Context: an optimization exercise on an open-source flow, tuned for a short achievable clock period and few clock cycles. The choices shown serve that exercise and are no tape-out recipe. RTL that was checked went through simulation tests only; none was proved equivalent to the original.

Design srisc_top, start of the top module:
module srisc_top(clk, reset, sw, ledr, halt, ram_addr, ram_write, ram_din, ram_dout);
	input clk, reset;
	input [7:0] sw;
	output reg [7:0] ledr;
	output reg halt;
	output [7:0] ram_addr;
	output ram_write;
	output [15:0] ram_din;
	input [15:0] ram_dout;
	function automatic [15:0] add16(input [15:0] a, input [15:0] b, input cin);
		reg [15:0] g, p, G, P, Gn, Pn;
		integer i, d;
		begin
			g = a & b; p = a ^ b;
			G = g; P = p;
			G[0] = g[0] | (p[0] & cin);
			for (d = 1; d < 16; d = d * 2) begin
				Gn = G; Pn = P;
				for (i = d; i < 16; i = i + 1) begin
					Gn[i] = G[i] | (P[i] & G[i-d]);
					Pn[i] = P[i] & P[i-d];
				end
				G = Gn; P = Pn;
			end
			add16 = p ^ {G[14:0], cin};
		end
	endfunction
	function automatic [8:0] add9(input [8:0] a, input [8:0] b);
		reg [8:0] g, p, G, P, Gn, Pn;
		integer i, d;
		begin
			g = a & b; p = a ^ b;
			G = g; P = p;
			for (d = 1; d < 9; d = d * 2) begin
				Gn = G; Pn = P;
				for (i = d; i < 9; i = i + 1) begin
					Gn[i] = G[i] | (P[i] & G[i-d]);
					Pn[i] = P[i] & P[i-d];
				end
				G = Gn; P = Pn;
			end
			add9 = p ^ {G[7:0], 1'b0};
		end
	endfunction
	function automatic [7:0] add8(input [7:0] a, input [7:0] b);
		reg [8:0] r;
		begin
			r = add9({1'b0, a}, {1'b0, b});
			add8 = r[7:0];
		end
	endfunction
	reg [7:0] pa;           
	reg pw;                 
	reg [15:0] pd;          
	reg pf_v;               
	reg pl_v;               
	reg [2:0] pl_rd;
	reg pl_ram, pl_sw;
	reg [7:0] pcf;          
	localparam NBT = 4;
	reg [NBT-1:0] bt_v;
	reg [7:0] bt_tag [0:NBT-1];
	reg [7:0] bt_tgt [0:NBT-1];
	reg [7:0] bt_tgt1 [0:NBT-1];
	reg [1:0] bt_ptr;
	assign ram_addr = pa;
  ...
For scale: about 2,400 cells after synthesis, roughly 60 I/O pins, ~25,000 um2 of cells after synthesis.
Settings: LEC_CHECK=0, ABC_CLOCK_PERIOD_IN_PS=700, CAP_MARGIN=20, CORE_MARGIN=2, CORE_UTILIZATION=40, SETUP_SLACK_MARGIN=3, SLEW_MARGIN=20; clock period 5.0 ns.
run.sh (not shown) runs the stock make flow with config.mk's settings and CLKGATE_MAP_FILE= SYNTH_SCRIPT=/design/flow/synth_recipe.tcl, a recipe that flattens the netlist after the stock synthesis.
Testbench counts at the start, summed over its fixed seeds: cycles 44,260.
Change:
ABC_CLOCK_PERIOD_IN_PS = 1500   (was 700)
Result: Cell area stays the same; die area stays the same; via count is unchanged; worst hold slack stays the same; wire length is unchanged; global-route usage does not change; worst setup slack stays the same; non-clock buffer count is unchanged.

== before ==
srisc_top, a different RTL version from the one above (not shown whole).
Size: roughly 320 flip-flops, roughly 19000 um^2 of cells after synthesis.
==> flow/config.mk <==
export PLATFORM = sky130hd
export DESIGN_NAME = srisc_top
export DESIGN_NICKNAME = srisc_top
export VERILOG_FILES = /design/flow/design.v
export SDC_FILE = /design/flow/constraint.sdc
export NUM_CORES = 4
export LEC_CHECK = 0
export CAP_MARGIN = 20
export CORE_MARGIN = 2
export CORE_UTILIZATION = 40
export SLEW_MARGIN = 20
==> flow/constraint.sdc <==
create_clock -name core_clock -period 5.0 [get_ports {clk}]
set_input_delay 1.0000 -clock core_clock [delete_from_list [all_inputs] [get_ports {clk}]]
set_output_delay 1.0000 -clock core_clock [all_outputs]
set_load 0.01 [all_outputs]
Setup changes, before to after
- ABC_CLOCK_PERIOD_IN_PS newly set to 2000
- SETUP_SLACK_MARGIN newly set to 3
Relative to before, number of logic stages on the critical path including buffering increased by 1 in after.
When the final numbers for before and after were put side by side, the arrival time at the worst endpoint turned out to be greater in before.
Diff before -> after: CTS clock-pin slew for the worst setup and hold paths stayed essentially flat, share of the cycle needed by the critical path after routing fell by 20 points, pre-CTS worst setup slack fell by 0.067 ns, post-route cell area rose by 25%.
Summary of the comparison: final critical delay including setup and external delays is lower in after, relative to before.
after: number of buffers and inverters on the critical path higher than before
No run of this note included a check of the RTL's function; only the layout flow was run.

==> port drivers added, routing unchanged <==
The results above use ideal ports. As a check the final layouts listed here were re-extracted and re-timed, cells and wires unchanged. Step 1, drivers: a clkbuf_16 drives clk and a buf_2 each remaining input, both assumed. Step 2, shift: input delay + t, output delay - t, t = (earliest + latest rising clock arrival at the registers) / 2. This alone moves slack from input paths to output paths. a / b / c = no drivers / after step 1 / after step 2; a / b = the first two.
run	t, ns	setup slack, ns	clock arrival spread, ns	cell pins on the clock port's net
the first run of note 1	0.675	1.707 / 1.707 / 1.488	0.055 / 0.055	1
the second run of note 1	0.675	1.707 / 1.707 / 1.488	0.055 / 0.055	1
before	0.616	0.471 / 0.471 / 0.395	0.032 / 0.032	1
after	0.636	1.484 / 1.484 / 1.265	0.034 / 0.034	1
After both steps every run listed still meets setup and hold.
